Context: an optimization exercise on an open-source flow, tuned for small area. The choices shown serve that exercise and are no tape-out recipe. At most, simulation tests tie the RTL to the original design; equivalence was not proved. The RTL of run 5 was laid out without a check of its function. Power figures rest on the tool's default switching activity, not on a simulated workload.

[flow/design.v]
module integer_mac_pe #(parameter DATA_WIDTH=8)
(
    input clk, rstn,
    input signed [DATA_WIDTH-1:0] in_row,
    input signed [DATA_WIDTH-1:0] in_col,
    output reg signed [DATA_WIDTH-1:0] out_row,
    output reg signed [DATA_WIDTH-1:0] out_col,
    output reg signed [DATA_WIDTH-1:0] out_data
);
  wire p1, p2, p3, p4, p5, p6, p7, p8, p9, p10, p11, p12, p13, p14, p15, p16, p17, p18, p19, p20, p21, p22, p23, p24, p25, p26, p27, p28, p29, p30, p31, p32, p33, p34, p35, p36, s37, c38, s39, c40, s41, c42, s43, c44, s45, c46, s47, c48, s49, c50, s51, c52, s53, c54, s55, c56, s57, c58, s59, c60, s61, c62, s63, c64, s65, c66, s67, c68, s69, c70, s71, c72, s73, c74, s75, c76, s77, c78, s79, c80, s81, c82, s83, c84, s85, c86, s87, c88, s89, c90, s91, c92, s93, s94, s95, s96, s97, s98, s99, s100;
  wire [7:0] sum;
  assign p1 = ~(in_row[0] & in_col[0]);
  assign p2 = ~(in_row[0] & in_col[1]);
  assign p3 = ~(in_row[0] & in_col[2]);
  assign p4 = ~(in_row[0] & in_col[3]);
  assign p5 = ~(in_row[0] & in_col[4]);
  assign p6 = ~(in_row[0] & in_col[5]);
  assign p7 = ~(in_row[0] & in_col[6]);
  assign p8 = ~(in_row[0] & in_col[7]);
  assign p9 = ~(in_row[1] & in_col[0]);
  assign p10 = ~(in_row[1] & in_col[1]);
  assign p11 = ~(in_row[1] & in_col[2]);
  assign p12 = ~(in_row[1] & in_col[3]);
  assign p13 = ~(in_row[1] & in_col[4]);
  assign p14 = ~(in_row[1] & in_col[5]);
  assign p15 = ~(in_row[1] & in_col[6]);
  assign p16 = ~(in_row[2] & in_col[0]);
  assign p17 = ~(in_row[2] & in_col[1]);
  assign p18 = ~(in_row[2] & in_col[2]);
  assign p19 = ~(in_row[2] & in_col[3]);
  assign p20 = ~(in_row[2] & in_col[4]);
  assign p21 = ~(in_row[2] & in_col[5]);
  assign p22 = ~(in_row[3] & in_col[0]);
  assign p23 = ~(in_row[3] & in_col[1]);
  assign p24 = ~(in_row[3] & in_col[2]);
  assign p25 = ~(in_row[3] & in_col[3]);
  assign p26 = ~(in_row[3] & in_col[4]);
  assign p27 = ~(in_row[4] & in_col[0]);
  assign p28 = ~(in_row[4] & in_col[1]);
  assign p29 = ~(in_row[4] & in_col[2]);
  assign p30 = ~(in_row[4] & in_col[3]);
  assign p31 = ~(in_row[5] & in_col[0]);
  assign p32 = ~(in_row[5] & in_col[1]);
  assign p33 = ~(in_row[5] & in_col[2]);
  assign p34 = ~(in_row[6] & in_col[0]);
  assign p35 = ~(in_row[6] & in_col[1]);
  assign p36 = ~(in_row[7] & in_col[0]);
  assign s37 = ~(p1 ^ out_data[0]);
  assign c38 = p1 | out_data[0];
  mac_fa u40 (.a(p2), .b(p9), .c(out_data[1]), .s(s39), .co(c40));
  assign s41 = ~(c38 ^ s39);
  assign c42 = c38 | s39;
  mac_fa u44 (.a(p3), .b(p10), .c(p16), .s(s43), .co(c44));
  mac_fa u46 (.a(out_data[2]), .b(c40), .c(s43), .s(s45), .co(c46));
  assign s47 = ~(c42 ^ s45);
  assign c48 = c42 | s45;
  mac_fa u50 (.a(p4), .b(p11), .c(p17), .s(s49), .co(c50));
  mac_fa u52 (.a(p22), .b(out_data[3]), .c(c44), .s(s51), .co(c52));
  mac_fa u54 (.a(s49), .b(c46), .c(s51), .s(s53), .co(c54));
  assign s55 = ~(c48 ^ s53);
  assign c56 = c48 | s53;
  mac_fa u58 (.a(p5), .b(p12), .c(p18), .s(s57), .co(c58));
  mac_fa u60 (.a(p23), .b(p27), .c(out_data[4]), .s(s59), .co(c60));
  mac_fa u62 (.a(c50), .b(s57), .c(s59), .s(s61), .co(c62));
  mac_fa u64 (.a(c52), .b(s61), .c(c54), .s(s63), .co(c64));
  assign s65 = ~(c56 ^ s63);
  assign c66 = c56 | s63;
  mac_fa u68 (.a(p6), .b(p13), .c(p19), .s(s67), .co(c68));
  mac_fa u70 (.a(p24), .b(p28), .c(p31), .s(s69), .co(c70));
  mac_fa u72 (.a(out_data[5]), .b(c58), .c(c60), .s(s71), .co(c72));
  mac_fa u74 (.a(s67), .b(s69), .c(c62), .s(s73), .co(c74));
  mac_fa u76 (.a(s71), .b(s73), .c(c64), .s(s75), .co(c76));
  assign s77 = ~(c66 ^ s75);
  assign c78 = c66 | s75;
  mac_fa u80 (.a(p7), .b(p14), .c(p20), .s(s79), .co(c80));
  mac_fa u82 (.a(p25), .b(p29), .c(p32), .s(s81), .co(c82));
  mac_fa u84 (.a(p34), .b(out_data[6]), .c(c68), .s(s83), .co(c84));
  mac_fa u86 (.a(c70), .b(s79), .c(s81), .s(s85), .co(c86));
  mac_fa u88 (.a(c72), .b(s83), .c(s85), .s(s87), .co(c88));
  mac_fa u90 (.a(c74), .b(s87), .c(c76), .s(s89), .co(c90));
  assign s91 = ~(c78 ^ s89);
  assign c92 = c78 | s89;
  assign s93 = p8 ^ p15 ^ p21;
  assign s94 = p26 ^ p30 ^ p33;
  assign s95 = p35 ^ p36 ^ out_data[7];
  assign s96 = c80 ^ c82 ^ s93;
  assign s97 = s94 ^ s95 ^ c84;
  assign s98 = c86 ^ s96 ^ c88;
  assign s99 = s97 ^ s98 ^ c90;
  assign s100 = ~(c92 ^ s99);
  assign sum = {s100, s91, s77, s65, s55, s47, s41, s37};
  always @(posedge clk) begin
    out_row <= in_row;
    out_col <= in_col;
    if (!rstn) out_data <= 8'hff;
    else out_data <= sum;
  end
endmodule
module mac_fa (input a, b, c, output s, co);
  assign s = a ^ b ^ c;
  assign co = (a & b) | (c & (a ^ b));
endmodule
module fifo (
    input clk, rstn,
    input w_en, r_en,
    input z,                         
    input [7:0] in_data,
    input [7:0] last_out,            
    output [7:0] out_data,
    output full, empty
);
    reg [2:0] wq, rq;
    reg wx, rx;
    reg popped;
    reg [7:0] mem [1:7];
    wire [2:0] wn = {wq[1:0], wq[2] ^ wq[1]};
    wire [2:0] rn = {rq[1:0], rq[2] ^ rq[1]};
    wire same = (wq == rq);
    assign empty = same & (wx == rx);
    assign full  = same & (wx != rx);
    wire wr = w_en & !full;
    wire rd = r_en & !empty;
    wire [7:0] rs = 8'd1 << rq;
    wire [7:0] ws = 8'd1 << wn;
    genvar b;
    generate
        for (b = 0; b < 8; b = b + 1) begin : rdm
            wire g0, g1, g2;
            aoi222 u0 (.a0(mem[1][b]), .s0(rs[1]), .a1(mem[2][b]), .s1(rs[2]), .a2(mem[3][b]), .s2(rs[3]), .y(g0));
            aoi222 u1 (.a0(mem[4][b]), .s0(rs[4]), .a1(mem[5][b]), .s1(rs[5]), .a2(mem[6][b]), .s2(rs[6]), .y(g1));
            assign g2 = ~(mem[7][b] & rs[7]);
            assign out_data[b] = popped ? ~(g0 & g1 & g2) : (last_out[b] & ~z);
        end
    endgenerate
    always @(posedge clk) begin
        if (!rstn) begin
            wq <= 3'd1; rq <= 3'd1;
            wx <= 1'b0; rx <= 1'b0;
            popped <= 1'b0;
        end else begin
            if (wr) begin wq <= wn; if (wq == 3'd4) wx <= ~wx; end
            if (rd) begin rq <= rn; if (rq == 3'd4) rx <= ~rx; end
            popped <= rd;
        end
    end
    genvar k;
    generate
        for (k = 1; k < 8; k = k + 1) begin : slot
            always @(posedge clk)
                if (wr & ws[k]) mem[k] <= in_data;
        end
    endgenerate
endmodule
`timescale 1ns / 1ps
module demux_1_to_8 #(parameter SELECT_WIDTH=3, DATA_WIDTH=8) 
(
  input [SELECT_WIDTH-1:0] select,
	input signed [DATA_WIDTH-1:0] in_data,
	output reg signed [DATA_WIDTH-1:0] out_data_0,
	output reg signed [DATA_WIDTH-1:0] out_data_1,
	output reg signed [DATA_WIDTH-1:0] out_data_2,
	output reg signed [DATA_WIDTH-1:0] out_data_3,
	output reg signed [DATA_WIDTH-1:0] out_data_4,
	output reg signed [DATA_WIDTH-1:0] out_data_5,
	output reg signed [DATA_WIDTH-1:0] out_data_6,
	output reg signed [DATA_WIDTH-1:0] out_data_7
);
  always @* begin
    {out_data_0, out_data_1, out_data_2, out_data_3,
     out_data_4, out_data_5, out_data_6, out_data_7} = 0;
    case (select)
			3'b000 : out_data_0 = in_data;
			3'b001 : out_data_1 = in_data;
			3'b010 : out_data_2 = in_data;
			3'b011 : out_data_3 = in_data;
			3'b100 : out_data_4 = in_data;
			3'b101 : out_data_5 = in_data;
			3'b110 : out_data_6 = in_data;
			3'b111 : out_data_7 = in_data;
  endcase
end
endmodule
module mux_64_to_1 #(parameter SELECT_WIDTH=6, DATA_WIDTH=8)
(
    input [SELECT_WIDTH-1:0] select,
    input [64*DATA_WIDTH-1:0] in_data,
    output [DATA_WIDTH-1:0] out_data
);
    wire [7:0] hi = 8'd1 << select[5:3];
    wire [7:0] lo = 8'd1 << select[2:0];
    wire [63:0] oh;
    genvar k, b;
    generate
        for (k = 0; k < 64; k = k + 1) begin : dec
            assign oh[k] = hi[k/8] & lo[k%8];
        end
        for (b = 0; b < 8; b = b + 1) begin : bit_
            wire [21:0] g;
            for (k = 0; k < 21; k = k + 1) begin : grp
                aoi222 u (.a0(in_data[(3*k)*8+b]), .s0(oh[3*k]),
                              .a1(in_data[(3*k+1)*8+b]), .s1(oh[3*k+1]),
                              .a2(in_data[(3*k+2)*8+b]), .s2(oh[3*k+2]), .y(g[k]));
            end
            assign g[21] = ~(in_data[63*8+b] & oh[63]);
            assign out_data[b] = &g;
        end
    endgenerate
endmodule
module aoi222 (input a0, s0, a1, s1, a2, s2, output y);
    assign y = ~((a0 & s0) | (a1 & s1) | (a2 & s2));
endmodule
module systolic_array_8x8 #(parameter DEPTH=8, DATA_WIDTH=8, OUT_SELECT_WIDTH=6) (
	input clk, rstn,
	input r_en, w_en,
	input [2:0] row_select,
	input [2:0] col_select,
	input [OUT_SELECT_WIDTH-1:0] out_select,
	input signed [DATA_WIDTH-1:0] in_row,
	input signed [DATA_WIDTH-1:0] in_col,
	output signed [DATA_WIDTH-1:0] mux_data_out,
	output row_fifo_0_full,
	output row_fifo_0_empty,
	output row_fifo_1_full,
	output row_fifo_1_empty,
	output row_fifo_2_full,
	output row_fifo_2_empty,
	output row_fifo_3_full,
	output row_fifo_3_empty,
	output row_fifo_4_full,
	output row_fifo_4_empty,
	output row_fifo_5_full,
	output row_fifo_5_empty,
	output row_fifo_6_full,
	output row_fifo_6_empty,
	output row_fifo_7_full,
	output row_fifo_7_empty,
	output col_fifo_0_full,
	output col_fifo_0_empty,
	output col_fifo_1_full,
	output col_fifo_1_empty,
	output col_fifo_2_full,
	output col_fifo_2_empty,
	output col_fifo_3_full,
	output col_fifo_3_empty,
	output col_fifo_4_full,
	output col_fifo_4_empty,
	output col_fifo_5_full,
	output col_fifo_5_empty,
	output col_fifo_6_full,
	output col_fifo_6_empty,
	output col_fifo_7_full,
	output col_fifo_7_empty
);
	wire [7:0] row_full, row_empty, col_full, col_empty;
	assign row_fifo_0_full = row_full[0];
	assign row_fifo_0_empty = row_empty[0];
	assign row_fifo_1_full = row_full[1];
	assign row_fifo_1_empty = row_empty[1];
	assign row_fifo_2_full = row_full[2];
	assign row_fifo_2_empty = row_empty[2];
	assign row_fifo_3_full = row_full[3];
	assign row_fifo_3_empty = row_empty[3];
	assign row_fifo_4_full = row_full[4];
	assign row_fifo_4_empty = row_empty[4];
	assign row_fifo_5_full = row_full[5];
	assign row_fifo_5_empty = row_empty[5];
	assign row_fifo_6_full = row_full[6];
	assign row_fifo_6_empty = row_empty[6];
	assign row_fifo_7_full = row_full[7];
	assign row_fifo_7_empty = row_empty[7];
	assign col_fifo_0_full = col_full[0];
	assign col_fifo_0_empty = col_empty[0];
	assign col_fifo_1_full = col_full[1];
	assign col_fifo_1_empty = col_empty[1];
	assign col_fifo_2_full = col_full[2];
	assign col_fifo_2_empty = col_empty[2];
	assign col_fifo_3_full = col_full[3];
	assign col_fifo_3_empty = col_empty[3];
	assign col_fifo_4_full = col_full[4];
	assign col_fifo_4_empty = col_empty[4];
	assign col_fifo_5_full = col_full[5];
	assign col_fifo_5_empty = col_empty[5];
	assign col_fifo_6_full = col_full[6];
	assign col_fifo_6_empty = col_empty[6];
	assign col_fifo_7_full = col_full[7];
	assign col_fifo_7_empty = col_empty[7];
	wire [8*9*8-1:0] x;
	wire [9*8*8-1:0] y;
	wire [511:0] acc;
	reg z;
	always @(posedge clk) z <= !rstn;
	genvar i, j;
	generate
		for (i = 0; i < 8; i = i + 1) begin : rf
			fifo row_fifo (
				.clk (clk), .rstn (rstn),
				.w_en (w_en & (row_select == i)), .r_en (r_en),
				.z (z), .in_data (in_row), .last_out (x[(i*9+1)*8 +: 8]), .out_data (x[(i*9)*8 +: 8]),
				.full (row_full[i]), .empty (row_empty[i])
			);
		end
		for (j = 0; j < 8; j = j + 1) begin : cf
			fifo col_fifo (
				.clk (clk), .rstn (rstn),
				.w_en (w_en & (col_select == j)), .r_en (r_en),
				.z (z), .in_data (in_col), .last_out (y[(8+j)*8 +: 8]), .out_data (y[j*8 +: 8]),
				.full (col_full[j]), .empty (col_empty[j])
			);
		end
		for (i = 0; i < 8; i = i + 1) begin : r
			for (j = 0; j < 8; j = j + 1) begin : c
				integer_mac_pe pe (
					.clk (clk), .rstn (rstn),
					.in_row (x[(i*9+j)*8 +: 8]), .in_col (y[(i*8+j)*8 +: 8]),
					.out_row (x[(i*9+j+1)*8 +: 8]), .out_col (y[((i+1)*8+j)*8 +: 8]),
					.out_data (acc[(8*i+j)*8 +: 8])
				);
			end
		end
	endgenerate
	mux_64_to_1 mux (.select (out_select), .in_data (acc), .out_data (mux_data_out));
endmodule
[flow/run.sh]
#!/bin/bash
# synth_recipe.tcl (not shown) runs the flow's synth.tcl, then flattens the netlist and writes it again
# the make line also repeats each setting of config.mk as NAME=value (left out here)
make -C /OpenROAD-flow-scripts/flow DESIGN_CONFIG=/design/flow/config.mk WORK_HOME=/design/flow/orfs CLKGATE_MAP_FILE= SYNTH_SCRIPT=/design/flow/synth_recipe.tcl finish
[flow/config.mk]
export PLATFORM = sky130hd
export DESIGN_NAME = systolic_array_8x8
export DESIGN_NICKNAME = systolic_array_8x8
export VERILOG_FILES = /design/flow/design.v
export SDC_FILE = /design/flow/constraint.sdc
export NUM_CORES = 4
export LEC_CHECK = 0
export CAP_MARGIN = 20
export CORE_MARGIN = 2
export CORE_UTILIZATION = 60
export CTS_BUF_LIST = sky130_fd_sc_hd__clkbuf_16
export CTS_CLUSTER_DIAMETER = 80
export CTS_CLUSTER_SIZE = 24
export SLEW_MARGIN = 20
export SYNTH_HIERARCHICAL = 1
export SYNTH_MINIMUM_KEEP_SIZE = 0
[flow/constraint.sdc]
create_clock -name core_clock -period 10.0 [get_ports {clk}]
set_input_delay 2.0000 -clock core_clock [delete_from_list [all_inputs] [get_ports {clk}]]
set_output_delay 2.0000 -clock core_clock [all_outputs]
set_load 0.01 [all_outputs]
==> summary.md, run 1 <==
| Metric | Value |
|---|---|
| Finished Cell Area | 139000 um2 |
| Min cycle time layout | 8.69 ns |
| GPL Wtd Cong | 0.974 |
| Maxcap violations | 0 |
| Clock sinks | 2449 |
| Status | finished clean |
| Crit. End Element | primary output |
| Netlist area before placement | 131000 um2 |
| Antenna violations before repair | 18 |
| Worst Hold Class | flip-flop to flip-flop |
| Gr usage total | 31.1% |
| Reg area | 58000 um2 |
| CTS HTree Levels | 4 |
| PD cells | 189 nW/um2 |
| Residual DRC | 0 |
| Nets | 12600 |
| GRT met3 Usage | 3.84% |
| M1 GR Usage | 40.2% |
| Vias post-DR | 81500 |
| Initial DRC count | 8734 |
| Clk root buf | clkbuf_16 |
| Vias in the first global route | 84800 |
| Max VDD drop | 0.174 mV |
| Hold Path Origin | r[1].c[5].pe.out_col[7]$_DFF_P_ |
| Largest net degree at the start of global routing | 158 |
| DP HPWL | 265 mm |
| Core region area | 217000 um2 |
| Setup Skew | 0.0216 ns |
| Syn Nets | 12500 |
| Fillcell total | 16700 |
| DR pass1 iterations | 15 |
| Fmax | 115 MHz |
| Worst reg-to-reg path cell count | 17 |
| Worst setup path class | primary input to primary output |
| RSZ-0062 raised after global routing | false |
| Area post-placement | 134000 um2 |
| Post-Syn Instances | 10700 |
| Core Util, Final | 64.2% |
| Hold Path End | r[2].c[5].pe.out_col[7]$_DFF_P_ |
| I/O Buffers | 71 |
| WHS | 0.353 ns |
| Final hold vios | 0 |
| ANT nets after route | 0 |
| Worst skew pair latency | 0.82 ns |
| Fin. max-slew vios | 0 |
| Share of cells above drive strength 1 | 6.40% |
| CP max FO | 8 |
| Worst setup SP type | primary input |
| Fin crit share | 86.9% |
| Max Root-Sink Buffers | 3 |
| CTS tree | yes |
| Die Y-Extent | 471 um |
| Die footprint | 222000 um2 |
| Clock transition at path regs | 0.09 ns |
| Grt peak-use layer | met2 |
| Inst Count DP | 13500 |
| Relative slew slack | 18.9% |
| Row count | 171 |
| WL/cell | 24.7 um |
| CTS buffer count | 141 |
| Critical Path RT | 8.00 ns |
| First-pass GRT wire length | 523 mm |
| Reg-to-Reg Start | cf[5].col_fifo.rq[0]$_SDFFE_PN1P_ |
| CP arrival | 6.69 ns |
| Post-CTS setup buffer count | 0 |
| Post-cts gate resize count | 0 |
| Area grow syn2layout | 6.44% |
| Multi-input gate area | 69500 um2 |
| Final cell count without fillers | 13700 |
| Reg2reg setup slack | 3.29 ns |
| CTS Hold Buffers Added | 0 |
| P_leak | 0.0462 uW |
| Via density | 5.94 |
| Crit Reg-Reg Endpoint | r[0].c[5].pe.out_data[7]$_SDFF_PN1_ |
| Post-route setup TNS | 0 ns |
| Routed wire length | 339 mm |
| WHS Path Cells | 0 |
| Setup Viol. Count Final | 0 |
| Die W | 471 um |
| Slew @ Worst Pin | 1.21 ns |
| Total grt overflow | 0 |
| Yosys warnings | 11 |
| Grt met2 use | 51.6% |
| IO Pins | 72 |
| Avg Inst Size Synth | 12.3 um2 |
| Initial Utilization | 60.3% |
## registers in the layout (all words and copies together) (netlist names)
signal / cells
rf.row_fifo.rx: 8
rf.row_fifo.rq: 24
rf.row_fifo.popped: 8
cf.col_fifo.wx: 8
cf.col_fifo.rq: 24
r.c.pe.out_row: 448
rf.row_fifo.mem: 448
cf.col_fifo.rx: 8
cf.col_fifo.popped: 8
r.c.pe.out_data: 512
z: 1
r.c.pe.out_col: 448
cf.col_fifo.mem: 448
rf.row_fifo.wx: 8
cf.col_fifo.wq: 24
rf.row_fifo.wq: 24
## layer usage
layer	routed length, um	vias to the layer above
met3	18000	661
met1	133000	41600
li1	-	36600
met4	20900	14
met5	102	-
met2	166000	2647
## final cells by class
class                   instances  share of cell area [%]
clock buffers                 145                    2.61
diodes                          9                  0.0162
well taps                    2854                    2.56
flip-flops and latches       2449                    41.7
repair buffers                204                    1.20
inverters                     481                    1.30
clock inverters               111                   0.780
multi-input cells            7466                    49.9
## where the power goes
group          switching (uW)  internal, uW  total (uW)
Sequential               3200         11700       14900
Combinational            2690          2210        4910
Clock                    3520          2950        6470
## worst max path at each step
stage | start | end | slack [ns] | cells past startpoint
5_1_grt | out_select[1] | mux_data_out[3] | 1.37 | 8
3_3_place_gp | out_select[1] | mux_data_out[1] | 1.36 | 8
6_report | out_select[2] | mux_data_out[7] | 1.31 | 8
2_1_floorplan | out_select[1] | mux_data_out[1] | 3.93 | 8
4_1_cts | out_select[2] | mux_data_out[5] | 1.38 | 8
3_5_place_dp | out_select[2] | mux_data_out[5] | 1.39 | 8
## stage by stage
stage / power, uW / setup slack [ns]
after global placement: 19900 / 1.36
after global routing: 27600 / 1.37
after detailed placement: 20000 / 1.39
after floorplan: 17200 / 3.93
final: 26300 / 1.31
after CTS: 26400 / 1.38
## critical path, stage by stage
cell	delay (ns)
clkdlybuf4s50_1	0.60
nand3b_1	0.56
nor2_1	0.34
a222oi_1	0.54
nand4_1	0.25
or4_1	0.65
a2111oi_2	1.03
clkdlybuf4s50_1	0.71
## placed cells by master, fill, tap and decap left out, types with 18 or more instances in the layout
cell type	count
nand3_1	170
dfxtp_1	1552
nand2_1	2858
xnor2_2	80
buf_4	134
and3b_1	32
o311ai_0	32
nor4b_1	63
a22o_1	112
nand2_2	64
clkbuf_16	145
nand3b_1	22
ha_1	448
clkdlybuf4s50_1	53
fa_1	1344
nor2_1	177
nor2b_1	48
and4bb_2	18
xor2_1	240
xnor3_1	64
inv_1	516
nand4_1	153
nor4bb_1	48
o41ai_4	32
xnor2_1	576
nor3b_1	47
or4_1	40
xor2_4	48
mux2_2	32
mux2i_1	96
edfxtp_1	896
and2_1	64
a222oi_1	424
==> run 2: changes to the inputs <==
==> flow/flow/run.sh (new file) <==
#!/bin/bash
# The standard layout, with power recovery (downsizing of gates off the
# critical paths) after global routing. ORFS's logs stay under orfs/logs.
set -euo pipefail
bash standard.sh RECOVER_POWER=100 finish > standard.log 2>&1
==> flow/standard.sh (new file) <==
#!/bin/bash
# synth_recipe.tcl (not shown) runs the flow's synth.tcl, then flattens the netlist and writes it again
# the make line also repeats each setting of config.mk as NAME=value (left out here)
make -C /OpenROAD-flow-scripts/flow DESIGN_CONFIG=/design/flow/config.mk WORK_HOME=/design/flow/orfs CLKGATE_MAP_FILE= SYNTH_SCRIPT=/design/flow/synth_recipe.tcl "${@:-finish}"
removed: flow/run.sh
==> summary.md, run 2 <==
| Metric | Value |
|---|---|
| Clock sinks | 2449 |
| Dpl ws | 1.39 ns |
| Reg area | 58000 um2 |
| Status | failed layout checks |
| Via density | 5.96 |
| Crit Reg-Reg Endpoint | r[0].c[5].pe.out_data[7]$_SDFF_PN1_ |
| Initial Utilization | 60.3% |
| Die footprint | 222000 um2 |
| CTS Hold Buffers Added | 0 |
| Largest net degree at the start of global routing | 158 |
| Max reg flops | 512 |
| Core Util, Final | 63.7% |
| Post-Syn Instances | 10700 |
| Max VDD drop | 0.175 mV |
| Worst setup path class | primary input to primary output |
| M1 GR Usage | 40.2% |
| Multi-input gate area | 68900 um2 |
| Worst Hold Class | flip-flop to flip-flop |
| Post-route setup TNS | 0 ns |
| Routed wire length | 339 mm |
| Failed Checks | capacitance limit, slew limit |
| CP arrival | 7.39 ns |
| Relative slew slack | -188% |
| Share of cells above drive strength 1 | 4.85% |
| DR pass1 iterations | 17 |
| Max Root-Sink Buffers | 3 |
| Fmax | 106 MHz |
| I/O Buffers | 71 |
| Slew @ Worst Pin | 4.32 ns |
| Syn Nets | 12500 |
| First-pass GRT wire length | 523 mm |
| Netlist area before placement | 131000 um2 |
| Grt met2 use | 51.6% |
| CP max FO | 8 |
| Die W | 471 um |
| Worst setup SP type | primary input |
| DP HPWL | 265 mm |
| Vias post-DR | 81800 |
| Clock transition at path regs | 0.09 ns |
| Initial DRC count | 8634 |
| Fin. max-slew vios | 1586 |
| Setup Viol. Count Final | 0 |
| Nets | 12600 |
| Setup ws final | 0.606 ns |
| Antenna violations before repair | 19 |
| Critical path buffers and inverters | 2 |
| PD cells | 190 nW/um2 |
| CTS tree | yes |
| Reg-to-Reg Start | cf[5].col_fifo.rq[0]$_SDFFE_PN1P_ |
| Total grt overflow | 0 |
| IO Pins | 72 |
| Worst path cell trace | clkdlybuf4s50_1 > nand3b_1 > nor2_1 > a222oi_1 > nand4_1 > or4_1 > a2111oi_1 > clkdlybuf4s50_1 |
| Min cycle time layout | 9.39 ns |
| Gr usage total | 31.1% |
| Die Y-Extent | 471 um |
| Hold Path Origin | r[1].c[5].pe.out_col[7]$_DFF_P_ |
| GPL Wtd Cong | 0.974 |
| Commonest non-fill, non-tap cells in the layout | nand2_1, dfxtp_1, fa_1 |
| Commonest non-fill, non-tap cell in the layout | nand2_1 |
| Final hold vios | 0 |
| Fillcell total | 16900 |
| P_leak | 0.0457 uW |
| Crit path max-delay family | compound AO/OA/AOI/OAI gates |
| Worst reg-to-reg path cell count | 17 |
| Most used cell, CP | clkdlybuf4s50_1 |
| Yosys warnings | 11 |
| Post-CTS setup buffer count | 0 |
| Hold Path End | r[2].c[5].pe.out_col[7]$_DFF_P_ |
| Maxcap violations | 28 |
| ANT nets after route | 0 |
| Residual DRC | 0 |
| Post-cts gate resize count | 0 |
| Crit. End Element | primary output |
| CTS buffer count | 141 |
| Grt peak-use layer | met2 |
| WHS Path Cells | 0 |
| Slowest library cell on the worst path | a2111oi_1 |
| CTS HTree Levels | 4 |
| Fin crit share | 93.9% |
| GRT met3 Usage | 3.84% |
| CP max stage delay | 1.60 ns |
| Top reg by flops | r.c.pe.out_data |
| Core region area | 217000 um2 |
| Row count | 171 |
| Clk root buf | clkbuf_16 |
| Avg Inst Size Synth | 12.3 um2 |
| WL/cell | 24.7 um |
| RSZ-0062 raised after global routing | false |
| Reg2reg setup slack | 3.18 ns |
| Vias in the first global route | 84800 |
| Area grow syn2layout | 5.64% |
| Setup Skew | 0.0243 ns |
| Worst skew pair latency | 0.83 ns |
| Critical Path RT | 8.00 ns |
run 2: cell types whose count changed in the layout (fill, tap and decap cells not counted), sizes merged:
cell           previous run  this run
buf                     151        28
clkbuf                  145       268
diode                     9        12
clkdlybuf4s50            53        51
dlygate4sd3               0         2
run 2: final cells by class:
class,instances,area share (%)
multi-input cells,7466,49.8
diodes,12,0.0217
clock inverters,111,0.786
inverters,481,1.31
repair buffers,204,0.861
clock buffers,145,2.63
flip-flops and latches,2449,42.0
well taps,2854,2.58
run 2: stage by stage:
stage	cells	hold WS, ns	instance area (um2)	total power [uW]
floorplan	10700	0.331	131000	17200
detailed placement	13500	0.338	134000	20000
global route	13700	0.368	138000	27500
global placement	13500	0.338	134000	19900
CTS	13700	0.355	139000	26400
finish	13700	0.353	138000	26200
run 2: worst reg2reg max path, stage by stage (launching register included):
cell and delay [ns]:
dfxtp_1 0.83, nor3b_1 0.84, a222oi_1 0.30, a41oi_1 0.88
nand2_1 0.19, fa_1 0.46, fa_1 0.42, fa_1 0.42
fa_1 0.39, fa_1 0.38, fa_1 0.48, inv_1 0.04
ha_1 0.18, xnor2_1 0.20, xnor2_1 0.16, xnor2_1 0.15
xnor3_1 0.15, nand2_1 0.05
run 2: worst max-delay path by stage:
| stage | from | slack (ns) | end | cells after the start |
|---|---|---|---|---|
| 3_5_place_dp | out_select[2] | 1.39 | mux_data_out[5] | 8 |
| 5_1_grt | out_select[1] | 0.77 | mux_data_out[3] | 8 |
| 3_3_place_gp | out_select[1] | 1.36 | mux_data_out[1] | 8 |
| 6_report | out_select[2] | 0.61 | mux_data_out[7] | 8 |
| 2_1_floorplan | out_select[1] | 3.93 | mux_data_out[1] | 8 |
| 4_1_cts | out_select[2] | 1.38 | mux_data_out[5] | 8 |
run 2: report_power, final:
group,switching (uW),internal (uW),total [uW]
combinational,2670,2170,4840
sequential,3180,11700,14900
clock,3530,2950,6480
total,9370,16800,26200
run 2: layer usage:
| layer | part of all wire (%) | wire [um] |
|---|---|---|
| met5 | 0.026 | 87 |
| met2 | 49 | 167000 |
| met4 | 6.2 | 20900 |
| met1 | 39 | 133000 |
| met3 | 5.6 | 19000 |
==> run 3: changes to the inputs <==
==> flow/flow/run.sh (replaced) <==
#!/bin/bash
# The standard layout, except that synthesis maps the logic with
# flow/abc.script: synth_recipe.tcl with an abc wrapper (flow/abc_proc.tcl)
# inserted after its first line. Everything else, registers included, is
# the standard synthesis and layout. make's output goes to standard.log,
# each ORFS step's log to orfs/logs/.
set -euo pipefail
export FLOW_ABC_SCRIPT="$PWD/flow/abc.script"
{ head -n 1 synth_recipe.tcl; cat flow/abc_proc.tcl; tail -n +2 synth_recipe.tcl; } > synth_abc.tcl
bash standard.sh SYNTH_SCRIPT="$PWD/synth_abc.tcl" finish > standard.log 2>&1
==> flow/flow/abc.script (new file) <==
&get -n
&st
&dch
&nf -R 1000
&st
&syn2
&if -g -K 6
&synch2
&nf -R 1000
&st
&syn2
&if -g -K 6
&synch2
&nf -R 1000
&st
&syn2
&if -g -K 6
&synch2
&nf -R 1000
&st
&syn2
&if -g -K 6
&synch2
&nf -R 1000
&st
&syn2
&if -g -K 6
&synch2
&nf -R 1000
&put
==> flow/flow/abc_proc.tcl (new file) <==
# Use this flow's ABC script (ORFS's speed script without its final buffering
# and gate upsizing, with more area recovery) for the technology mapping.
proc abc {args} {
  set i [lsearch -exact $args -script]
  if { $i >= 0 } {
    set args [lreplace $args [expr {$i + 1}] [expr {$i + 1}] $::env(FLOW_ABC_SCRIPT)]
  }
  yosys abc {*}$args
}
==> summary.md, run 3 <==
| Metric | Value |
|---|---|
| Post-CTS setup buffer count | 0 |
| Post-route setup TNS | 0 ns |
| Via density | 5.91 |
| Die W | 459 um |
| CP max FO | 8 |
| Yosys warnings | 11 |
| Clock sinks | 2449 |
| Maxcap violations | 0 |
| Setup Skew | 0.0279 ns |
| Clk pwr share | 27.5% |
| Area grow syn2layout | 7.85% |
| Clock transition at path regs | 0.09 ns |
| Setup Viol. Count Final | 0 |
| Die footprint | 211000 um2 |
| I/O Buffers | 71 |
| Total grt overflow | 0 |
| P_leak | 0.0405 uW |
| Avg Inst Size Synth | 11.9 um2 |
| Share of cells above drive strength 1 | 3.34% |
| Routed wire length | 331 mm |
| RSZ-0062 raised after global routing | false |
| WL/cell | 24.4 um |
| Fillcell total | 15800 |
| CTS buffer count | 142 |
| WHS Path Cells | 0 |
| Commonest non-fill, non-tap cell in the layout | nand2_1 |
| Worst Hold Class | flip-flop to flip-flop |
| Fin. max-slew vios | 0 |
| CP max stage delay | 0.88 ns |
| Max VDD drop | 0.210 mV |
| Row count | 167 |
| Clk root buf | clkbuf_16 |
| Worst path cell trace | clkdlybuf4s50_1 > nand3b_1 > nor2_1 > a222oi_1 > nand4_1 > or4_1 > a2111oi_2 > clkdlybuf4s50_1 |
| Fin crit share | 84.9% |
| CTS HTree Levels | 4 |
| Grt met2 use | 52.6% |
| Area post-placement | 129000 um2 |
| Worst setup path class | primary input to primary output |
| Internal power | 16000 uW |
| Post-cts gate resize count | 0 |
| ANT nets after route | 0 |
| Residual DRC | 0 |
| CTS tree | yes |
| Initial DRC count | 8621 |
| Max Root-Sink Buffers | 3 |
| Relative slew slack | 27.5% |
| Worst skew pair latency | 0.84 ns |
| Comb power frac | 15.3% |
| Psw | 7960 uW |
| Inst Count DP | 13300 |
| DP HPWL | 261 mm |
| Crit. End Element | primary output |
| Min cycle time layout | 8.49 ns |
| PD cells | 179 nW/um2 |
| Critical Path RT | 8.00 ns |
| Final cell count without fillers | 13600 |
| Nets | 12500 |
| Initial Utilization | 60.2% |
| Max reg flops | 512 |
| GRT met3 Usage | 4.37% |
| Die Y-Extent | 459 um |
| CP arrival | 6.49 ns |
| Gr usage total | 32.0% |
| First-pass GRT wire length | 508 mm |
| Top reg by flops | r.c.pe.out_data |
| Setup ws final | 1.51 ns |
| Switching Fraction | 33.2% |
| Antenna violations before repair | 13 |
| Final hold vios | 0 |
| Worst reg-to-reg path cell count | 17 |
| Fmax | 118 MHz |
| Grt peak-use layer | met2 |
| IO Pins | 72 |
| Seq pwr share | 57.2% |
| Commonest non-fill, non-tap cells in the layout | nand2_1, dfxtp_1, fa_1 |
| Vias in the first global route | 82200 |
| Core region area | 206000 um2 |
| Post-Syn Instances | 10400 |
| DR pass1 iterations | 15 |
| Finished Cell Area | 134000 um2 |
| M1 GR Usage | 40.9% |
| Slowest library cell on the worst path | a2111oi_2 |
| Vias post-DR | 80000 |
| Most used cell, CP | clkdlybuf4s50_1 |
| Status | finished clean |
| Syn Nets | 12200 |
| Slew @ Worst Pin | 1.09 ns |
| Worst setup SP type | primary input |
| Netlist area before placement | 124000 um2 |
| GPL Wtd Cong | 0.987 |
| Dpl ws | 1.67 ns |
| Largest net degree at the start of global routing | 163 |
| CTS Hold Buffers Added | 0 |
run 3: area by class of cell:
cell class                      instances  area [um2]  share of cell area [%]
Multi-Input combinational cell       7492       64700                    48.2
Tap cell                             2704        3380                    2.52
Timing Repair Buffer                  159        1340                    1.00
Clock buffer                          145        3630                    2.71
Inverter                              481        1810                    1.35
Sequential cell                      2449       58000                    43.3
Clock inverter                        116        1220                   0.912
Antenna cell                            6        15.0                  0.0112
run 3: through the flow:
step,hold WS (ns),util [%],total power [uW]
after floorplan,0.331,-,15300
after global routing,0.364,64.9,25100
after CTS,0.352,64.9,24100
after global placement,0.337,62.5,17500
after detailed placement,0.336,62.5,17600
final,0.347,64.9,24000
run 3: layer usage:
layer / wire [um] / vias up
met2: 160000 / 2981
li1: - / 35900
met1: 128000 / 40500
met4: 22000 / 6
met3: 20700 / 641
met5: 39 / -
run 3: worst paths after layout:
path | from | to | slack [ns]
worst min-delay path | r[5].c[1].pe.out_row[7]$_DFF_P_ | r[5].c[2].pe.out_row[7]$_DFF_P_ | 0.35
worst min register to register | r[5].c[1].pe.out_row[7]$_DFF_P_ | r[5].c[2].pe.out_row[7]$_DFF_P_ | 0.35
worst max register to register | cf[3].col_fifo.rq[0]$_SDFFE_PN1P_ | r[0].c[3].pe.out_data[7]$_SDFF_PN1_ | 3.67
worst max-delay path | out_select[2] | mux_data_out[5] | 1.51
run 3: worst max-delay path: cells and delay by family:
kind,cells,cell delay (ns)
simple gates,4,1.75
buf+inv,2,1.27
compound gates,2,1.45
run 3: power by group through the flow:
stage / combinational, uW / clock, uW / sequential, uW
after floorplan: 2690 / 0 / 12600
after global placement: 3560 / 0 / 13900
after detailed placement: 3670 / 0 / 13900
after CTS: 3700 / 6710 / 13700
after global routing: 4180 / 7060 / 13800
final: 3670 / 6590 / 13700
==> run 4: changes to the inputs <==
==> flow/flow/run.sh (replaced) <==
#!/bin/bash
# The standard layout (standard.sh) with three changes:
# - synthesis maps the logic with flow/abc.script: synth_recipe.tcl with an
#   abc wrapper (flow/abc_proc.tcl) inserted after its first line; the rest,
#   registers included, is the standard synthesis;
# - port buffers are buf_1 cells;
# - clock tree synthesis without dummy loads (same clustering as config.mk).
# make's output goes to standard.log, each ORFS step's log to orfs/logs/.
set -euo pipefail
export FLOW_ABC_SCRIPT="$PWD/flow/abc.script"
{ head -n 1 synth_recipe.tcl; cat flow/abc_proc.tcl; tail -n +2 synth_recipe.tcl; } > synth_abc.tcl
bash standard.sh SYNTH_SCRIPT="$PWD/synth_abc.tcl" \
  BUFFER_PORTS_ARGS="-buffer_cell sky130_fd_sc_hd__buf_1" \
  CTS_ARGS="-sink_clustering_enable -repair_clock_nets -sink_clustering_size 24 -sink_clustering_max_diameter 100 -buf_list sky130_fd_sc_hd__clkbuf_16 -dont_use_dummy_load" \
  finish > standard.log 2>&1
--- a/flow/config.mk
+++ b/flow/config.mk
@@ -8,7 +8,7 @@
 export CAP_MARGIN = 20
 export CORE_MARGIN = 2
-export CORE_UTILIZATION = 60
+export CORE_UTILIZATION = 70
 export CTS_BUF_LIST = sky130_fd_sc_hd__clkbuf_16
-export CTS_CLUSTER_DIAMETER = 80
+export CTS_CLUSTER_DIAMETER = 100
 export CTS_CLUSTER_SIZE = 24
 export SLEW_MARGIN = 20
==> summary.md, run 4 <==
| Metric | Value |
|---|---|
| Initial Utilization | 70.5% |
| CTS HTree Levels | 3 |
| Area grow syn2layout | 5.56% |
| Largest net degree at the start of global routing | 137 |
| WL/cell | 24.5 um |
| PD cells | 170 nW/um2 |
| DR pass1 iterations | 14 |
| Clk root buf | clkbuf_16 |
| Fmax | 130 MHz |
| Worst path cell trace | buf_1 > or3_1 > nor2_1 > a222oi_1 > nand4_1 > or4_1 > a2111oi_2 > buf_1 |
| Min cycle time layout | 7.69 ns |
| IO Pins | 72 |
| GPL Wtd Cong | 1.03 |
| Fin. max-slew vios | 0 |
| RSZ-0062 raised after global routing | false |
| Vias in the first global route | 83400 |
| Reg2reg setup slack | 3.62 ns |
| Die W | 425 um |
| Relative slew slack | 26.7% |
| Die footprint | 181000 um2 |
| Uppermost layer routed | met5 |
| CP max stage delay | 0.96 ns |
| Maxcap violations | 0 |
| Max reg flops | 512 |
| Row count | 154 |
| Clock transition at path regs | 0.09 ns |
| Fillcell total | 11600 |
| Max VDD drop | 0.211 mV |
| Commonest non-fill, non-tap cell in the layout | nand2_1 |
| Antenna violations before repair | 21 |
| Final hold vios | 0 |
| Setup Viol. Count Final | 0 |
| Worst skew pair latency | 0.80 ns |
| P_leak | 0.0392 uW |
| Syn Nets | 12200 |
| CP max FO | 8 |
| WHS | 0.329 ns |
| First-pass GRT wire length | 493 mm |
| Multi-input gate area | 64600 um2 |
| Max Root-Sink Buffers | 3 |
| Post-cts gate resize count | 0 |
| Slowest library cell on the worst path | a2111oi_2 |
| Clock sinks | 2449 |
| Area post-placement | 128000 um2 |
| Crit path max-delay family | simple AND/OR/NAND/NOR gates |
| Nets | 12500 |
| Worst setup path class | primary input to primary output |
| Reg area | 58000 um2 |
| Vias post-DR | 80900 |
| Via density | 6.20 |
| CP arrival | 5.69 ns |
| Met1 wire length | 116 mm |
| Critical Path Start | out_select[2] |
| DP HPWL | 250 mm |
| Routed wire length | 320 mm |
| Critical path buffers and inverters | 2 |
| Total power | 22200 uW |
| Core region area | 176000 um2 |
| Die Y-Extent | 425 um |
| Most used cell, CP | buf_1 |
| Worst Hold Class | flip-flop to flip-flop |
| Post-CTS setup buffer count | 0 |
| Yosys warnings | 11 |
| Reg-to-Reg Start | cf[6].col_fifo.rq[1]$_SDFFE_PN0P_ |
| Netlist area before placement | 124000 um2 |
| Share of cells above drive strength 1 | 2.35% |
| Slew @ Worst Pin | 1.09 ns |
| I/O Buffers | 71 |
| Worst setup SP type | primary input |
| Inst Count DP | 12900 |
| Gr usage total | 36.2% |
| Hold Path Origin | r[1].c[5].pe.out_row[7]$_DFF_P_ |
| Met2 wire length | 153 mm |
| CTS tree | yes |
| Fin crit share | 76.9% |
| Critical Path RT | 8.00 ns |
| WL met3 | 23.1 mm |
| Final cell count without fillers | 13100 |
| Commonest non-fill, non-tap cells in the layout | nand2_1, dfxtp_1, fa_1 |
| Status | finished clean |
| Initial DRC count | 8492 |
| Finished Cell Area | 131000 um2 |
| Crit. End Element | primary output |
| Post-Syn Instances | 10400 |
| Total grt overflow | 0 |
| Setup Skew | 0.0652 ns |
| Post-route setup TNS | 0 ns |
| Residual DRC | 0 |
| ANT nets after route | 0 |
| Avg Inst Size Synth | 11.9 um2 |
| CTS Hold Buffers Added | 0 |
| Top reg by flops | r.c.pe.out_data |
| CTS buffer count | 112 |
[run 4: power by group]
group	total, uW	internal [uW]	switching (uW)
combinational	3630	1540	2080
sequential	13700	11400	2280
clock	4950	1990	2960
[run 4: final cells by class]
type / instances / area share [%]
repair buffers: 167 / 0.787
flip-flops and latches: 2449 / 44.2
inverters: 481 / 1.38
multi-input cells: 7492 / 49.3
diodes: 10 / 0.0191
well taps: 2340 / 2.23
clock buffers: 112 / 2.14
[run 4: path summary, 6_finish.rpt]
check,end,cells after the start
worst min register to register,r[1].c[6].pe.out_row[7]$_DFF_P_,0
worst max-delay path,mux_data_out[1],8
worst max register to register,r[0].c[6].pe.out_data[7]$_SDFF_PN1_,17
worst min-delay path,r[1].c[6].pe.out_row[7]$_DFF_P_,0
[run 4: per-layer routing]
layer	vias to the layer above	global-route usage [%]
met5	-	0
met1	40500	45.4
met3	897	5.17
met2	3808	58.5
met4	4	25.2
li1	35700	-
[run 4: metrics by stage]
| step | worst slack [ns] | util (%) |
|---|---|---|
| after floorplan | 4.00 | - |
| after global placement | 2.56 | 72.8 |
| after detailed placement | 2.55 | 72.8 |
| after CTS | 2.54 | 74.4 |
| after global routing | 2.46 | 74.4 |
| final | 2.31 | 74.4 |
[run 4: worst reg2reg max path: stages (launching register included)]
cell,delay [ns]
dfxtp_1,0.57
nor3b_1,0.86
a222oi_1,0.25
a41oi_1,0.83
nand2_1,0.17
fa_1,0.45
fa_1,0.44
fa_1,0.42
fa_1,0.38
fa_1,0.38
fa_1,0.49
clkinv_1,0.06
ha_1,0.19
xnor2_1,0.21
xnor2_1,0.17
xnor2_1,0.16
xnor2_1,0.14
nand2_1,0.06
==> run 5: changes to the inputs <==
--- a/flow/design.v
+++ b/flow/design.v
@@ -121,5 +121,6 @@
     wire wr = w_en & !full;
     wire rd = r_en & !empty;
-    wire [7:0] rs = 8'd1 << rq;
+    wire [7:0] rs = popped ? (8'd1 << rq) : 8'd0;
+    wire keep = ~popped & ~z;
     wire [7:0] ws = 8'd1 << wn;
     genvar b;
@@ -129,6 +130,6 @@
             aoi222 u0 (.a0(mem[1][b]), .s0(rs[1]), .a1(mem[2][b]), .s1(rs[2]), .a2(mem[3][b]), .s2(rs[3]), .y(g0));
             aoi222 u1 (.a0(mem[4][b]), .s0(rs[4]), .a1(mem[5][b]), .s1(rs[5]), .a2(mem[6][b]), .s2(rs[6]), .y(g1));
-            assign g2 = ~(mem[7][b] & rs[7]);
-            assign out_data[b] = popped ? ~(g0 & g1 & g2) : (last_out[b] & ~z);
+            assign g2 = ~((mem[7][b] & rs[7]) | (last_out[b] & keep));
+            assign out_data[b] = ~(g0 & g1 & g2);
         end
     endgenerate
==> summary.md, run 5 <==
| Metric | Value |
|---|---|
| Most used cell, CP | buf_1 |
| Initial Utilization | 70.4% |
| Hold Path Origin | r[4].c[5].pe.out_row[7]$_DFF_P_ |
| Via density | 6.20 |
| WL/cell | 24.7 um |
| Critical Path Start | out_select[0] |
| CTS HTree Levels | 3 |
| Clk root buf | clkbuf_16 |
| DP HPWL | 250 mm |
| Final hold vios | 0 |
| Share of cells above drive strength 1 | 1.80% |
| Initial DRC count | 9027 |
| WHS | 0.351 ns |
| CP max FO | 8 |
| Vias post-DR | 80300 |
| Post-CTS setup buffer count | 0 |
| Slew @ Worst Pin | 1.11 ns |
| Relative slew slack | 26.1% |
| RSZ-0062 raised after global routing | false |
| Die footprint | 180000 um2 |
| Multi-input gate area | 64100 um2 |
| CTS buffer count | 113 |
| Commonest non-fill, non-tap cells in the layout | nand2_1, dfxtp_1, fa_1 |
| Worst Hold Class | flip-flop to flip-flop |
| Max reg flops | 512 |
| Area grow syn2layout | 5.23% |
| Total grt overflow | 0 |
| I/O Buffers | 71 |
| Fin. max-slew vios | 0 |
| Fmax | 132 MHz |
| Fin crit share | 75.8% |
| CTS Hold Buffers Added | 0 |
| CTS tree | yes |
| Slowest library cell on the worst path | a2111oi_2 |
| Vias in the first global route | 83800 |
| Final cell count without fillers | 13000 |
| Min cycle time layout | 7.58 ns |
| Row count | 154 |
| Inst Count DP | 12800 |
| Setup Skew | 0.0571 ns |
| Avg Inst Size Synth | 11.9 um2 |
| Setup Viol. Count Final | 0 |
| Largest net degree at the start of global routing | 200 |
| Worst setup path class | primary input to primary output |
| Nets | 12400 |
| Worst path cell trace | buf_1 > nand3b_1 > nor2_1 > a222oi_1 > nand3_1 > or4_1 > a2111oi_2 > buf_1 |
| Critical Path RT | 8.00 ns |
| Crit path max-delay family | simple AND/OR/NAND/NOR gates |
| Worst setup SP type | primary input |
| ANT nets after route | 0 |
| Crit. End Element | primary output |
| Reg-to-Reg Start | rf[4].row_fifo.rq[2]$_SDFFE_PN0P_ |
| Critical path buffers and inverters | 2 |
| Maxcap violations | 0 |
| Top reg by flops | r.c.pe.out_data |
| Status | finished clean |
| Post-Syn Instances | 10400 |
| Post-cts gate resize count | 0 |
| Worst skew pair latency | 0.80 ns |
| Max VDD drop | 0.164 mV |
| Routed wire length | 320 mm |
| PD cells | 163 nW/um2 |
| Commonest non-fill, non-tap cell in the layout | nand2_1 |
| Met1 wire length | 114 mm |
| GPL Wtd Cong | 0.984 |
| Fillcell total | 11600 |
| WL met3 | 24.2 mm |
| CP max stage delay | 0.91 ns |
| Max Root-Sink Buffers | 3 |
| Syn Nets | 12200 |
| Netlist area before placement | 124000 um2 |
| Uppermost layer routed | met5 |
| Post-route setup TNS | 0 ns |
| Clock transition at path regs | 0.09 ns |
| IO Pins | 72 |
| Antenna violations before repair | 18 |
| CP arrival | 5.58 ns |
| Die W | 425 um |
| DR pass1 iterations | 15 |
| Met2 wire length | 155 mm |
| Reg area | 58000 um2 |
| Die Y-Extent | 425 um |
| P_leak | 0.0391 uW |
| Gr usage total | 36.4% |
| Clock sinks | 2449 |
| First-pass GRT wire length | 495 mm |
| Core region area | 176000 um2 |
| Yosys warnings | 11 |
| Core Util, Final | 74.1% |
| Residual DRC | 0 |
## run 5: cell count changes in the layout (fill, tap and decap cells not counted), sizes merged, moves of 32 or more
cell	change
nor2	+128
nor3b	-48
nor4b	-32
a21oi	+32
nand2	+32
nand3	-80
a22o	-112
and3b	-32
buf	-68
a221o	+128
## run 5: worst register-to-register path, stage by stage, from the launching register on
cell and delay, ns:
dfxtp_1 0.49, nand2_1 0.16, nor3_1 0.79, a222oi_1 0.28, nand2_1 0.12, a221o_1 0.33, nand2_1 0.15, fa_1 0.51
fa_1 0.41, fa_1 0.41, fa_1 0.38, fa_1 0.38, fa_1 0.50, clkinv_1 0.07, ha_1 0.19, xnor2_1 0.23
xnor2_1 0.18, xnor2_1 0.17, xnor2_1 0.15, nand2_1 0.07
## run 5: final cells by class
type	instances	share of cell area, %
Antenna cell	9	0.0173
Tap cell	2340	2.25
Clock buffer	113	2.17
Timing Repair Buffer	99	0.412
Sequential cell	2449	44.5
Inverter	497	1.43
Multi-Input combinational cell	7460	49.2
## run 5: path summary, 6_finish.rpt
check	endpoint	slack (ns)	depth (start not counted)
worst min register to register	r[4].c[6].pe.out_row[7]$_DFF_P_	0.35	0
worst max register to register	r[4].c[0].pe.out_data[7]$_SDFF_PN1_	3.85	19
worst min-delay path	r[4].c[6].pe.out_row[7]$_DFF_P_	0.35	0
worst max-delay path	mux_data_out[3]	2.42	8
## run 5: layer usage
layer,up-vias,global-route usage (%)
met5,-,0
met4,14,24.2
met3,864,5.47
met2,3728,60.0
met1,40300,45.0
li1,35400,-
## run 5: per-stage QoR
step / total power [uW] / instance area [um2] / setup slack [ns]
final: 21200 / 130000 / 2.42
after global routing: 22100 / 130000 / 2.45
after CTS: 21200 / 130000 / 2.52
after detailed placement: 16400 / 127000 / 2.55
after global placement: 16300 / 127000 / 2.61
after floorplan: 14600 / 124000 / 4.00
## run 5: report_power, final
group	switching, uW	leakage, uW	internal, uW	total, uW
sequential	2080	0.0207	11300	13400
combinational	1650	0.0171	1210	2860
clock	2960	0.00139	2010	4970
==> run 6: changes to the inputs <==
--- a/flow/design.v
+++ b/flow/design.v
@@ -148,9 +148,14 @@
     generate
         for (k = 1; k < 8; k = k + 1) begin : slot
-            always @(posedge clk)
-                if (wr & ws[k]) mem[k] <= in_data;
+            wire load = wr & ws[k];
+            wire [7:0] d;
+            hold_mux8 hm (.a(in_data), .sa(load), .b(mem[k]), .sb(~load), .y(d));
+            always @(posedge clk) mem[k] <= d;
         end
     endgenerate
 endmodule
+module hold_mux8 (input [7:0] a, input sa, input [7:0] b, input sb, output [7:0] y);
+    assign y = (a & {8{sa}}) | (b & {8{sb}});
+endmodule
 `timescale 1ns / 1ps
 module demux_1_to_8 #(parameter SELECT_WIDTH=3, DATA_WIDTH=8) 
==> flow/flow/abc.script (replaced) <==
&get -n
&st
&dch
&nf -R 1000
&st
&syn2
&dch
&nf -R 1000
&st
&synch2
&nf -R 1000
&put
==> flow/flow/abc_proc.tcl (replaced) <==
# Use this flow's ABC script (area-recovering mapping rounds, without the final
# buffering and gate upsizing of ORFS's speed script) for the technology mapping.
proc abc {args} {
  set i [lsearch -exact $args -script]
  if { $i >= 0 } {
    set args [lreplace $args [expr {$i + 1}] [expr {$i + 1}] $::env(FLOW_ABC_SCRIPT)]
  }
  yosys abc {*}$args
}
==> summary.md, run 6 <==
| Metric | Value |
|---|---|
| Status | finished clean |
| Fin. max-slew vios | 0 |
| Min cycle time layout | 7.84 ns |
| Setup ws final | 2.16 ns |
| P_leak | 0.0406 uW |
| Max Root-Sink Buffers | 3 |
| Core region area | 174000 um2 |
| ANT nets after route | 0 |
| Max VDD drop | 0.166 mV |
| GPL Wtd Cong | 1.00 |
| Final cell count without fillers | 13900 |
| Comb power frac | 4.7% |
| Largest net degree at the start of global routing | 188 |
| Commonest non-fill, non-tap cell in the layout | nand2_1 |
| Critical Path RT | 8.00 ns |
| Clock transition at path regs | 0.10 ns |
| I/O Buffers | 71 |
| Worst setup SP type | primary input |
| Commonest non-fill, non-tap cells in the layout | nand2_1, dfxtp_1, fa_1 |
| Die Y-Extent | 423 um |
| Worst setup path class | primary input to primary output |
| Antenna violations before repair | 13 |
| Switching Fraction | 23.3% |
| Netlist area before placement | 123000 um2 |
| Psw | 3720 uW |
| Initial DRC count | 9577 |
| Setup Viol. Count Final | 0 |
| Gr usage total | 37.4% |
| Vias in the first global route | 89300 |
| CTS tree | yes |
| Vias post-DR | 87600 |
| Post-cts gate resize count | 0 |
| WL/cell | 24.0 um |
| Initial Utilization | 70.5% |
| CP arrival | 5.84 ns |
| WHS | 0.307 ns |
| PD cells | 124 nW/um2 |
| Routed wire length | 332 mm |
| Residual DRC | 0 |
| Clock sinks | 2449 |
| Setup Skew | 0.0763 ns |
| Area grow syn2layout | 5.32% |
| Finished Cell Area | 129000 um2 |
| Final hold vios | 0 |
| Seq pwr share | 63.9% |
| Die W | 423 um |
| Top reg by flops | r.c.pe.out_data |
| Row count | 153 |
| Share of cells above drive strength 1 | 1.67% |
| Die footprint | 179000 um2 |
| DR pass1 iterations | 15 |
| Area post-placement | 126000 um2 |
| Fmax | 128 MHz |
| IO Pins | 72 |
| Yosys warnings | 11 |
| Post-CTS setup buffer count | 0 |
| Total grt overflow | 0 |
| Fillcell total | 11900 |
| Post-route setup TNS | 0 ns |
| Avg Inst Size Synth | 10.9 um2 |
| Worst Hold Class | flip-flop to flip-flop |
| Max reg flops | 512 |
| Slew @ Worst Pin | 1.13 ns |
| Dpl ws | 2.47 ns |
| Post-Syn Instances | 11300 |
| Crit. End Element | primary output |
| CTS HTree Levels | 3 |
| First-pass GRT wire length | 518 mm |
| Worst skew pair latency | 0.80 ns |
| Maxcap violations | 0 |
| Clk root buf | clkbuf_16 |
| Internal power | 12300 uW |
| CTS buffer count | 113 |
| Fin crit share | 78.4% |
| CTS Hold Buffers Added | 0 |
| Clk pwr share | 31.4% |
| Via density | 6.33 |
| Syn Nets | 13100 |
| Nets | 13300 |
| RSZ-0062 raised after global routing | false |
| CP max FO | 8 |
| Inst Count DP | 13700 |
| Relative slew slack | 23.6% |
| DP HPWL | 258 mm |
## run 6: cell type report
cell class	count	area, um2	share of cell area [%]
diodes	8	20.0	0.0155
clock buffers	113	2830	2.19
inverters	625	2350	1.82
multi-input cells	8212	71300	55.2
flip-flops and latches	2449	49000	38.0
well taps	2325	2910	2.25
repair buffers	120	684	0.530
## run 6: final timing paths
path,from,to,slack (ns),depth (start not counted)
max reg2reg,rf[7].row_fifo.rq[2]$_SDFFE_PN0P_,r[7].c[0].pe.out_data[7]$_SDFF_PN1_,3.88,18
min,r[1].c[5].pe.out_row[7]$_DFF_P_,r[1].c[6].pe.out_row[7]$_DFF_P_,0.31,0
min reg2reg,r[1].c[5].pe.out_row[7]$_DFF_P_,r[1].c[6].pe.out_row[7]$_DFF_P_,0.31,0
max,out_select[2],mux_data_out[2],2.16,9
## run 6: critical path, stage by stage
cell and delay [ns]:
buf_1 0.22, or3b_1 0.51, nor2_1 0.25, a222oi_1 0.64
nand4_1 0.32, or4_1 0.67, a2111oi_1 0.82, buf_4 0.26
buf_1 0.15
## run 6: power groups by stage
| stage | combinational [uW] | sequential (uW) | clock [uW] |
|---|---|---|---|
| 2_1_floorplan | 439 | 10300 | 0 |
| 3_3_place_gp | 707 | 10400 | 0 |
| 3_5_place_dp | 736 | 10400 | 0 |
| 4_1_cts | 741 | 10200 | 5070 |
| 5_1_grt | 814 | 10200 | 5400 |
| 6_report | 755 | 10200 | 5020 |
## run 6: per-stage QoR
step	util (%)	total power (uW)
floorplan	-	10800
global route	74.2	16500
detailed placement	72.6	11200
finish	74.2	16000
global placement	72.6	11100
CTS	74.2	16000
## run 6: per-layer routing
metal  vias to the layer above  GRT usage [%]  wire length (um)  part of all wire (%)
met1                     43700           47.3            125000                    38
met2                      4043           60.4            156000                    47
met5                         -              0                40                 0.012
met4                         6           24.2             24700                   7.4
met3                       930           5.54             25400                   7.6
li1                      38900              -                 -                     -
==> run 7: changes to the inputs <==
--- a/flow/design.v
+++ b/flow/design.v
@@ -110,45 +110,42 @@
     output full, empty
 );
-    reg [2:0] wq, rq;
-    reg wx, rx;
-    reg popped;
-    reg [7:0] mem [1:7];
-    wire [2:0] wn = {wq[1:0], wq[2] ^ wq[1]};
-    wire [2:0] rn = {rq[1:0], rq[2] ^ rq[1]};
-    wire same = (wq == rq);
-    assign empty = same & (wx == rx);
-    assign full  = same & (wx != rx);
+    reg [2:0] n;                     
+    reg popped;                      
+    reg [7:0] mem [0:6];
+    assign full  = (n == 3'd7);
+    assign empty = (n == 3'd0);
     wire wr = w_en & !full;
     wire rd = r_en & !empty;
-    wire [7:0] rs = popped ? (8'd1 << rq) : 8'd0;
+    always @(posedge clk) begin
+        if (!rstn) begin
+            n <= 3'd0;
+            popped <= 1'b0;
+        end else begin
+            if (wr & !rd) n <= n + 3'd1;
+            else if (rd & !wr) n <= n - 3'd1;
+            popped <= rd;
+        end
+    end
+    wire [7:0] rs = popped ? (8'd1 << n) : 8'd0;
     wire keep = ~popped & ~z;
-    wire [7:0] ws = 8'd1 << wn;
     genvar b;
     generate
         for (b = 0; b < 8; b = b + 1) begin : rdm
             wire g0, g1, g2;
-            aoi222 u0 (.a0(mem[1][b]), .s0(rs[1]), .a1(mem[2][b]), .s1(rs[2]), .a2(mem[3][b]), .s2(rs[3]), .y(g0));
-            aoi222 u1 (.a0(mem[4][b]), .s0(rs[4]), .a1(mem[5][b]), .s1(rs[5]), .a2(mem[6][b]), .s2(rs[6]), .y(g1));
-            assign g2 = ~((mem[7][b] & rs[7]) | (last_out[b] & keep));
+            aoi222 u0 (.a0(mem[0][b]), .s0(rs[0]), .a1(mem[1][b]), .s1(rs[1]), .a2(mem[2][b]), .s2(rs[2]), .y(g0));
+            aoi222 u1 (.a0(mem[3][b]), .s0(rs[3]), .a1(mem[4][b]), .s1(rs[4]), .a2(mem[5][b]), .s2(rs[5]), .y(g1));
+            assign g2 = ~((mem[6][b] & rs[6]) | (last_out[b] & keep));
             assign out_data[b] = ~(g0 & g1 & g2);
         end
     endgenerate
-    always @(posedge clk) begin
-        if (!rstn) begin
-            wq <= 3'd1; rq <= 3'd1;
-            wx <= 1'b0; rx <= 1'b0;
-            popped <= 1'b0;
-        end else begin
-            if (wr) begin wq <= wn; if (wq == 3'd4) wx <= ~wx; end
-            if (rd) begin rq <= rn; if (rq == 3'd4) rx <= ~rx; end
-            popped <= rd;
-        end
-    end
     genvar k;
     generate
-        for (k = 1; k < 8; k = k + 1) begin : slot
-            wire load = wr & ws[k];
+        for (k = 0; k < 7; k = k + 1) begin : slot
             wire [7:0] d;
-            hold_mux8 hm (.a(in_data), .sa(load), .b(mem[k]), .sb(~load), .y(d));
+            if (k == 0) begin : first
+                hold_mux8 hm (.a(in_data), .sa(wr), .b(mem[0]), .sb(~wr), .y(d));
+            end else begin : next
+                hold_mux8 hm (.a(mem[k-1]), .sa(wr), .b(mem[k]), .sb(~wr), .y(d));
+            end
             always @(posedge clk) mem[k] <= d;
         end
==> summary.md, run 7 <==
| Metric | Value |
|---|---|
| I/O Buffers | 71 |
| Commonest non-fill, non-tap cells in the layout | nand2_1, dfxtp_1, fa_1 |
| Row count | 150 |
| Crit. End Element | primary output |
| Initial DRC count | 10200 |
| Critical path buffers and inverters | 2 |
| First-pass GRT wire length | 493 mm |
| Fillcell total | 11300 |
| CTS buffer count | 109 |
| Avg Inst Size Synth | 11.1 um2 |
| DP HPWL | 247 mm |
| GPL Wtd Cong | 0.982 |
| WHS | 0.356 ns |
| Uppermost layer routed | met5 |
| Reg area | 47400 um2 |
| Area grow syn2layout | 5.27% |
| Reg-to-Reg Start | cf[5].col_fifo.n[0]$_SDFFE_PN0P_ |
| Nets | 12800 |
| Die W | 415 um |
| DR pass1 iterations | 14 |
| Commonest non-fill, non-tap cell in the layout | nand2_1 |
| Met2 wire length | 149 mm |
| Status | finished clean |
| Max VDD drop | 0.180 mV |
| CTS HTree Levels | 3 |
| Fmax | 133 MHz |
| Critical Path Start | out_select[0] |
| Hold Path Origin | r[4].c[5].pe.out_row[7]$_DFF_P_ |
| Reg2reg setup slack | 3.98 ns |
| Most used cell, CP | buf_1 |
| CTS tree | yes |
| WHS Path Cells | 0 |
| Worst reg-to-reg path cell count | 20 |
| Syn Nets | 12500 |
| Largest net degree at the start of global routing | 86 |
| Relative slew slack | 21.6% |
| Residual DRC | 0 |
| Antenna violations before repair | 17 |
| Via density | 6.35 |
| Yosys warnings | 11 |
| Worst setup path class | primary input to primary output |
| Vias post-DR | 83300 |
| Initial Utilization | 70.6% |
| P_leak | 0.0396 uW |
| Core region area | 168000 um2 |
| Worst setup SP type | primary input |
| Die Y-Extent | 415 um |
| IO Pins | 72 |
| Gr usage total | 37.0% |
| Max reg flops | 512 |
| WL met3 | 23.1 mm |
| Crit path max-delay family | simple AND/OR/NAND/NOR gates |
| CP max FO | 8 |
| RSZ-0062 raised after global routing | false |
| Critical Path RT | 8.00 ns |
| PD cells | 164 nW/um2 |
| Max Root-Sink Buffers | 3 |
| Total power | 20400 uW |
| Share of cells above drive strength 1 | 1.56% |
| Post-Syn Instances | 10700 |
| Worst path cell trace | buf_1 > or3b_1 > nor2_1 > a222oi_1 > nand4_1 > or4_1 > a2111oi_2 > buf_1 |
| Setup Skew | 0.0780 ns |
| Die footprint | 172000 um2 |
| Min cycle time layout | 7.53 ns |
| Crit Reg-Reg Endpoint | r[0].c[5].pe.out_data[7]$_SDFF_PN1_ |
| Setup Viol. Count Final | 0 |
| Fin crit share | 75.3% |
| CP arrival | 5.53 ns |
| Hold Path End | r[4].c[6].pe.out_row[7]$_DFF_P_ |
| Vias in the first global route | 84400 |
| Slowest library cell on the worst path | a2111oi_2 |
| Clk root buf | clkbuf_16 |
| Clock transition at path regs | 0.09 ns |
| Total grt overflow | 0 |
| Worst Hold Class | flip-flop to flip-flop |
| Clock sinks | 2369 |
| WL/cell | 24.1 um |
| Slew @ Worst Pin | 1.18 ns |
| Fin. max-slew vios | 0 |
| Netlist area before placement | 118000 um2 |
| Post-CTS setup buffer count | 0 |
| Post-route setup TNS | 0 ns |
| Multi-input gate area | 68900 um2 |
| Maxcap violations | 0 |
| Routed wire length | 316 mm |
| ANT nets after route | 0 |
| CP max stage delay | 0.86 ns |
| CTS Hold Buffers Added | 0 |
| Top reg by flops | r.c.pe.out_data |
| Worst skew pair latency | 0.80 ns |
| Post-cts gate resize count | 0 |
| Final hold vios | 0 |
| Met1 wire length | 119 mm |
==> run 7: power breakdown <==
part	switching [uW]	total (uW)	internal [uW]
registers	2110	13000	10900
clock network	2890	4830	1940
logic	1380	2610	1230
total	6380	20400	14000
==> run 7: metrics by stage <==
step	std cells	setup slack [ns]	util [%]	instance area (um2)
6_report	13100	2.47	74.3	125000
4_1_cts	13100	2.60	74.3	125000
3_3_place_gp	13000	2.64	72.7	122000
3_5_place_dp	13000	2.61	72.7	122000
2_1_floorplan	10700	4.00	-	118000
5_1_grt	13100	2.47	74.3	125000
==> run 7: cell type report <==
cell class	instances	area share (%)
well taps	2204	2.21
inverters	545	1.64
multi-input cells	7764	55.3
diodes	14	0.0281
repair buffers	127	0.555
flip-flops and latches	2369	38.1
clock buffers	109	2.19
==> run 7: worst register-to-register path, stage by stage (launching register included) <==
cell	delay, ns
dfxtp_1	0.50
or3_1	0.20
clkinv_1	0.10
and2_0	0.32
a222oi_1	0.45
nand2_1	0.13
a221o_1	0.38
nand2_1	0.14
fa_1	0.42
fa_1	0.42
fa_1	0.42
fa_1	0.39
fa_1	0.40
fa_1	0.51
clkinv_1	0.07
ha_1	0.19
xnor2_1	0.22
xnor2_1	0.16
xnor2_1	0.16
xnor2_1	0.15
nand2_1	0.07
==> run 7: worst max-delay path by stage <==
stage | cells past startpoint | endpoint | slack (ns)
after floorplan | 6 | mux_data_out[1] | 4.00
after global placement | 8 | mux_data_out[1] | 2.64
after detailed placement | 8 | mux_data_out[1] | 2.61
after CTS | 8 | mux_data_out[1] | 2.60
after global routing | 8 | mux_data_out[1] | 2.47
final | 8 | mux_data_out[1] | 2.47
==> run 7: metal layers <==
metal / up-vias / track usage [%]
met4: 8 / 24.6
li1: 36900 / -
met3: 870 / 5.47
met1: 41700 / 47.0
met2: 3820 / 59.3
met5: - / 0

==> re-timing with driven ports <==
How much do the figures lean on ideal ports? The routed layouts below were timed once more, with nothing changed but the port constraints. Step 1 sets driving cells, clkbuf_16 on the clock port and buf_2 on the other inputs (assumed; they add their load-dependent delay and slew). Step 2 times the ports against the registers' clock, not the clock port: input delays grow and output delays shrink by t, the midpoint of the rising clock arrivals with the driver on. a / b / c = no drivers / after step 1 / after step 2; a / b = the first two.
run	t (ns)	setup WS [ns]	slew at the worst register clock pin (ns)	cell pins on the clock port's net
run 1	0.901	1.310 / 1.099 / 1.099	0.10 / 0.10	1
run 2	0.901	0.606 / 0.391 / 0.391	0.10 / 0.10	1
run 3	0.925	1.508 / 1.344 / 1.344	0.10 / 0.10	1
run 4	0.866	2.306 / 2.122 / 2.122	0.10 / 0.10	1
run 5	0.867	2.417 / 2.248 / 2.248	0.11 / 0.11	1
run 6	0.860	2.161 / 2.008 / 2.008	0.10 / 0.10	1
run 7	0.857	2.470 / 2.313 / 2.313	0.10 / 0.10	1
For run 2, which loses most, drivers alone change the setup slack by -0.215 ns; drivers and shift together by -0.215 ns.
